This is an optimization exercise on Yosys and OpenROAD, whose aim is small area and a short achievable clock period, not a production implementation. In this exercise RTL edits were held to simulation tests only and were not proved equivalent to the original. The clock port is modelled as an ideal driver, which makes a skipped or thinned clock tree look cheaper than it is; a real chip needs a root buffer or a tree. No activity file was given, so power comes from the tool's default toggle rates.

Setup of build 2:
// fpadd
module fpadd(a,b,clk,out);
input [31:0] a,b;
input clk;
output [31:0] out;
reg [31:0] ra, rb;
reg ge_m, lt_x;
always @(posedge clk) begin
  ra <= a;
  rb <= b;
  ge_m <= a[30:23] >= b[30:23];
  lt_x <= a[30:23] < b[30:23];
end
wire [7:0] ex2;
wire [22:0] mx2;
wire [23:0] my2;
wire sg2, sx2;
cmpshift u_cmp(.clk(clk), .a(ra), .b(rb), .ge_m(ge_m), .lt_x(lt_x), .ex(ex2), .mx(mx2), .my(my2), .sg(sg2), .sx(sx2));
wire [23:0] t3;
wire [7:0] ex3;
wire sg3;
faddsub u_add(.clk(clk), .ex(ex2), .mx(mx2), .my(my2), .sg(sg2), .sx(sx2), .t(t3), .ex_o(ex3), .sg_o(sg3));
wire [23:0] t4;
wire [7:0] ex4;
wire sg4;
normalized u_norm(.clk(clk), .t(t3), .ex(ex3), .sg(sg3), .t_o(t4), .ex_o(ex4), .sg_o(sg4));
buffer2 u_out(.clk(clk), .t(t4), .ex(ex4), .sg(sg4), .q(out));
endmodule
clock: 13.0 ns
lec_check: 0
abc_area: 1
cap_margin: 20
core_margin: 2
core_utilization: 60
place_density: 0.8
slew_margin: 20
standard.sh (not shown) runs the stock make flow with config.mk's settings and CLKGATE_MAP_FILE= SYNTH_SCRIPT=/design/flow/synth_recipe.tcl, a recipe that flattens the netlist after the stock synthesis.
==> flow/flow/run.sh <==
#!/bin/bash
# Standard ORFS layout with three changes: plain buffers (not delay cells)
# on the ports (flow/place_hook.tcl); a two-level inverter clock tree in
# place of TritonCTS (flow/cts_hook.tcl); and timing repair asked to leave
# more setup slack than the clock needs, so that it buffers and sizes the
# slowest paths.
set -euo pipefail
here=$(pwd)
export PRE_GLOBAL_PLACE_TCL=$here/flow/place_hook.tcl
export SETUP_SLACK_MARGIN=9.6
export PRE_CTS_TCL=$here/flow/cts_hook.tcl
export MANTREE_LEAVES=10
bash standard.sh > standard.log 2>&1
==> flow/flow/place_hook.tcl <==
# Sourced by ORFS's global_place.tcl before it buffers the ports: inputs
# get the smallest buffer, outputs a buffer that drives the port load well.
rename buffer_ports _orfs_buffer_ports
proc buffer_ports {args} {
  _orfs_buffer_ports -inputs -buffer_cell sky130_fd_sc_hd__buf_1
  _orfs_buffer_ports -outputs -buffer_cell sky130_fd_sc_hd__buf_2
}
Other scripts of this flow, unchanged in this note and not shown: flow/flow/cts_hook.tcl, flow/flow/mantree.tcl
Edits applied to the flow inputs when going from build 2 to build 96:
- swapping 0.8 for 0.7 in PLACE_DENSITY
- swapping 1 for 0 in ABC_AREA
- putting CTS_CLUSTER_DIAMETER at 150 where nothing was set
- putting CTS_CLUSTER_SIZE at 24 where nothing was set
==> flow/flow/run.sh <==
#!/bin/bash
# Standard ORFS layout with three changes: plain buffers (not delay cells)
# on the ports; a two-level inverter clock tree in place of TritonCTS
# (flow/cts_hook.tcl); and timing repair asked to leave more setup slack
# than the clock needs, so that it buffers and sizes the slowest paths.
set -euo pipefail
here=$(pwd)
export BUFFER_PORTS_ARGS="-buffer_cell sky130_fd_sc_hd__buf_2"
export SETUP_SLACK_MARGIN=9.65
export PRE_CTS_TCL=$here/flow/cts_hook.tcl
export MANTREE_LEAVES=10
bash standard.sh > standard.log 2>&1
removed: flow/flow/place_hook.tcl
Build 96 vs. build 2: synthesized cell count moved down; critical path depth moved up; area after synthesis moved up.
Instance count after placement with tap cells included (build 96 / build 2): 0.871
NOTE total power build 2->build 96 increased by a little under 10%
Measured against each other, build 96 and build 2 differ in peak ir drop on the vdd network, the higher figure coming from build 96.
From build 2 to build 96 the numbers moved as follows: highest attainable clock frequency lower, register-to-register slack lower.
--- input diff build 96..build 36 ---
- CTS_CLUSTER_SIZE no longer set, was 24
- CTS_CLUSTER_DIAMETER no longer set, was 150
- ABC_AREA now 1, was 0
==> flow/flow/run.sh <==
#!/bin/bash
# Standard ORFS layout with three changes: plain buffers (not delay cells)
# on the ports (flow/place_hook.tcl); a two-level inverter clock tree in
# place of TritonCTS (flow/cts_hook.tcl); and timing repair asked to leave
# more setup slack than the clock needs, so that it buffers and sizes the
# slowest paths.
set -euo pipefail
here=$(pwd)
export PRE_GLOBAL_PLACE_TCL=$here/flow/place_hook.tcl
export SETUP_SLACK_MARGIN=9.6
export PRE_CTS_TCL=$here/flow/cts_hook.tcl
export MANTREE_LEAVES=10
export SKIP_GATE_CLONING=1
bash standard.sh > standard.log 2>&1
==> flow/flow/place_hook.tcl (new file) <==
# Sourced by ORFS's global_place.tcl before it buffers the ports: inputs
# get the smallest buffer, outputs a buffer that drives the port load well.
rename buffer_ports _orfs_buffer_ports
proc buffer_ports {args} {
  _orfs_buffer_ports -inputs -buffer_cell sky130_fd_sc_hd__buf_1
  _orfs_buffer_ports -outputs -buffer_cell sky130_fd_sc_hd__buf_2
}
Notes after the runs:
Compared build 36 vs build 96, and tightest hold margin is down in build 36.
Looking at power consumed by sequential cells, build 36 sits below build 96.
Build 36: synthesized cell count higher than build 96
When build 36 is measured against build 96, its clock power turns out about 3% higher.
The run with more routed wire is build 36, not build 96.
In build 36, the final standard cell count with taps included and fillers excluded came out 191 above the value in build 96.
Summary: with build 96 as the reference, standard-cell row count in build 36 moved down by a few percent.
Compared with build 96, build 36 shows via count that has gone up by a few percent.
Going from build 96 to build 36, the part of the total power dissipated in the clock network was found to have gone up by 1.4 points.
[inputs] build 68 vs build 36
- changing PLACE_DENSITY from 0.7 to 0.8
- changing CORE_UTILIZATION from 60 to 70
--- a/flow/flow/run.sh
+++ b/flow/flow/run.sh
@@ -9,6 +9,5 @@
 export PRE_GLOBAL_PLACE_TCL=$here/flow/place_hook.tcl
-export SETUP_SLACK_MARGIN=9.6
+export SETUP_SLACK_MARGIN=9.65
 export PRE_CTS_TCL=$here/flow/cts_hook.tcl
 export MANTREE_LEAVES=10
-export SKIP_GATE_CLONING=1
 bash standard.sh > standard.log 2>&1
Diff build 36 -> build 68 | power | up by a few percent. Going from build 36 to build 68, global-route usage went up 4.5 points; area added between synthesis and finish picked up an extra 1.6 points; wire length on met1 shows a reduction of 180 um. Between build 68 and build 36, the worst setup slack does not differ in any meaningful way.
No run of this note takes its clock network from TritonCTS; it comes from the design's own scripts or RTL.

---

Setup of run A:
The RTL this note starts from:
==> flow/design.v <==
module cmpshift(clk,a,b,ge_m,ge_x,ex,mx,my,sg,sx);
input clk;
input [31:0] a,b;
input ge_m,ge_x;
output reg [7:0] ex;
output reg [22:0] mx;
output reg [23:0] my;
output reg sg,sx;
wire [7:0] e1 = a[30:23];
wire [7:0] e2 = b[30:23];
wire [7:0] d12 = e1 - e2;
wire [7:0] d21 = e2 - e1;
wire [7:0] diff = ge_x ? d12 : d21;
wire [23:0] ms = ge_m ? {1'b1,b[22:0]} : {1'b1,a[22:0]};
wire big = (|diff[7:5]) | (diff[4] & diff[3]);
wire [23:0] sh = ms >> diff[4:0];
always @(posedge clk) begin
  ex <= (ge_x ? e1 : e2) + 8'h81;
  mx <= ge_x ? a[22:0] : b[22:0];
  my <= big ? 24'd0 : sh;
  sg <= ge_x ? a[31] : b[31];
  sx <= a[31] ^ b[31];
end
endmodule
module faddsub(clk,ex,mx,my,sg,sx,t,ex_o,sg_o);
input clk;
input [7:0] ex;
input [22:0] mx;
input [23:0] my;
input sg,sx;
output reg [23:0] t;
output reg [7:0] ex_o;
output reg sg_o;
wire [24:0] sum = {2'b01,mx} + {1'b0,my};
wire neg = sum[24] & sx;
reg [24:0] low;
integer i;
always @* begin
  low[0] = 1'b0;
  for (i = 1; i < 25; i = i + 1)
    low[i] = low[i-1] | sum[i-1];
end
wire [24:0] m = sum ^ ({25{neg}} & low);
always @(posedge clk) begin
  t <= m[24:1];
  ex_o <= ex;
  sg_o <= sg ^ neg;
end
endmodule
module buffer2(clk,t,ex,sg,q);
input clk;
input [23:0] t;
input [7:0] ex;
input sg;
output reg [31:0] q;
wire [7:0] h = t[23:16];
wire [2:0] lz;
assign lz[2] = ~|h[7:4];
assign lz[1] = lz[2] ? ~|h[3:2] : ~|h[7:6];
assign lz[0] = lz[2] ? (lz[1] ? ~h[1] : ~h[3]) : (lz[1] ? ~h[5] : ~h[7]);
wire [23:0] tn = t << lz;
always @(posedge clk)
  q <= {sg, ex - {5'd0,lz}, tn[22:0]};
endmodule
module normalized(clk,t,ex,sg,t_o,ex_o,sg_o);
input clk;
input [23:0] t;
input [7:0] ex;
input sg;
output reg [23:0] t_o;
output reg [7:0] ex_o;
output reg sg_o;
wire z16 = ~|t[23:8];
wire [23:0] t1 = z16 ? {t[7:0],16'd0} : t;
wire z8 = ~|t1[23:16];
wire [23:0] t2 = z8 ? {t1[15:0],8'd0} : t1;
always @(posedge clk) begin
  t_o <= t2;
  ex_o <= {ex[7:3] - {3'd0,z16,z8}, ex[2:0]};
  sg_o <= sg;
end
endmodule
module fpadd(a,b,clk,out);
input [31:0] a,b;
input clk;
output [31:0] out;
reg [31:0] ra, rb;
reg ge_m, ge_x;
always @(posedge clk) begin
  ra <= a;
  rb <= b;
  ge_m <= a[30:23] >= b[30:23];
  ge_x <= ~(b[30:23] > a[30:23]);
end
wire [7:0] ex2;
wire [22:0] mx2;
wire [23:0] my2;
wire sg2, sx2;
cmpshift u_cmp(.clk(clk), .a(ra), .b(rb), .ge_m(ge_m), .ge_x(ge_x), .ex(ex2), .mx(mx2), .my(my2), .sg(sg2), .sx(sx2));
wire [23:0] t3;
wire [7:0] ex3;
wire sg3;
faddsub u_add(.clk(clk), .ex(ex2), .mx(mx2), .my(my2), .sg(sg2), .sx(sx2), .t(t3), .ex_o(ex3), .sg_o(sg3));
wire [23:0] t4;
wire [7:0] ex4;
wire sg4;
normalized u_norm(.clk(clk), .t(t3), .ex(ex3), .sg(sg3), .t_o(t4), .ex_o(ex4), .sg_o(sg4));
buffer2 u_out(.clk(clk), .t(t4), .ex(ex4), .sg(sg4), .q(out));
endmodule
Settings: LEC_CHECK=0, ABC_AREA=1, CAP_MARGIN=20, CORE_MARGIN=2, CORE_UTILIZATION=40, SLEW_MARGIN=20; clock period 13.0 ns.
==> flow/flow/run.sh <==
#!/bin/bash
# Standard ORFS layout, with plain buffers (not delay cells) on the ports.
set -euo pipefail
export BUFFER_PORTS_ARGS="-buffer_cell sky130_fd_sc_hd__buf_2"
bash standard.sh > standard.log 2>&1
--- input diff run A..run B ---
Settings: CTS_CLUSTER_SIZE newly set to 24; CTS_CLUSTER_DIAMETER newly set to 150.
- Per the comparison of run B with run A, wire length on met2 now sits lower, slack of the critical path has increased, share of power burned in combinational logic now larger, part of the cycle the worst path needs dropped 0.23 points, global-route track usage on met1 was more or less identical.
- Run B: clock period minus worst slack is 0.030 ns lower than what run A reported.
- Compared with run A, run B instantiates a smaller number of cells.
- Run B vs run A: met1 routed wirelength after detailed routing down slightly
- Finished layout cell area: run B vs run A down 4.9%
- Summary of run B over run A: worst-case clock buffer depth shows no meaningful change; peak per-stage delay on the critical path shows no meaningful change.
Inputs modified between run B and run C:
Settings: removing CTS_CLUSTER_SIZE (formerly 24); removing CTS_CLUSTER_DIAMETER (formerly 150).
==> flow/flow/run.sh <==
#!/bin/bash
# Standard ORFS layout, with plain buffers (not delay cells) on the ports,
# and timing repair asked to leave extra setup slack.
set -euo pipefail
export BUFFER_PORTS_ARGS="-buffer_cell sky130_fd_sc_hd__buf_2"
export SETUP_SLACK_MARGIN=9.5
bash standard.sh > standard.log 2>&1
- Summary of run C over run B: delay contributed by the slowest stage of the critical path about even, total wire length after detailed routing rose 1.6%.
- Per the comparison of run C with run B, global-route track usage on met3 grew by 0.48 points; share of total power in the clock network grew by 12 points; power density normalized to cell area grew by 22 mW/mm2; register cell area after layout held steady; global-route track usage on met2 held steady.
- Re cell area: run B was lower than run C.
- Portion of the layout cell area used by non-clock buffers of run C is on par with run B.
- Run comparison: run B endpoint of the most critical setup path out[24]; run C endpoint of the most critical setup path out[25]
- Run B finished end to end and its layout was clean on timing, DRC and antenna.
- Per the final summary, run C finished and its layout is clean on timing, DRC and antenna.
Inputs modified between run C and run D:
Settings: setting CTS_BUF_LIST to sky130_fd_sc_hd__clkbuf_4 for the first time.
==> flow/flow/run.sh <==
#!/bin/bash
# Standard ORFS layout, with plain buffers (not delay cells) on the ports.
set -euo pipefail
export BUFFER_PORTS_ARGS="-buffer_cell sky130_fd_sc_hd__buf_2"
bash standard.sh > standard.log 2>&1
==> notes.md <==
Re depth of the worst register-to-register path: run D is 2 down on run C.
In the flow results for run C and run D, the maximum vdd drop is larger on run C.
Any difference in critical path's largest stage delay between run D and run C is small enough to ignore.
Post-synth design cell area essentially unchanged between run C and run D.
From run C to run D the numbers moved as follows: worst slew margin relative to its limit up 0.49 points, highest clock rate down 5.2%, register-to-register slack down 0.30 ns, worst setup margin down 0.19 ns.
Looking at power share of the clock group, run D sits below run C.
Run C -> run D: count of standard-cell rows delta 0, exact match
Summary of the comparison: sequential fraction of design power is higher in run D, relative to run C.

==> re-timing with driven ports <==
No port has a modelled driver above. Below, the same layouts with a new extraction and two added sets of constraints. Step 1, drivers: a clkbuf_16 drives clk and a buf_2 each remaining input, both assumed. Step 2, shift: input delay + t, output delay - t, t = (earliest + latest rising clock arrival at the registers) / 2. This alone moves slack from input paths to output paths. Slacks: no drivers / after step 1 / after step 2; pairs: no drivers / after step 1.
run | shift t [ns] | slack for setup (ns) | worst data-port slew with drivers (ns)
build 2 | 0.347 | 9.626 / 9.610 / 9.335 | 0.03
build 96 | 0.338 | 9.446 / 9.475 / 9.138 | 0.06
build 36 | 0.347 | 9.661 / 9.584 / 9.396 | 0.03
build 68 | 0.343 | 9.663 / 9.588 / 9.368 | 0.04
run A | 0.555 | 9.463 / 9.418 / 9.370 | 0.03
run B | 0.506 | 9.493 / 9.447 / 9.376 | 0.03
run C | 0.555 | 9.471 / 9.425 / 9.371 | 0.03
run D | 0.690 | 9.278 / 9.236 / 9.388 | 0.03
After both steps setup and hold are still met in every run listed. For build 96, which loses most, drivers alone change the setup slack by +0.029 ns; drivers and shift together by -0.308 ns.
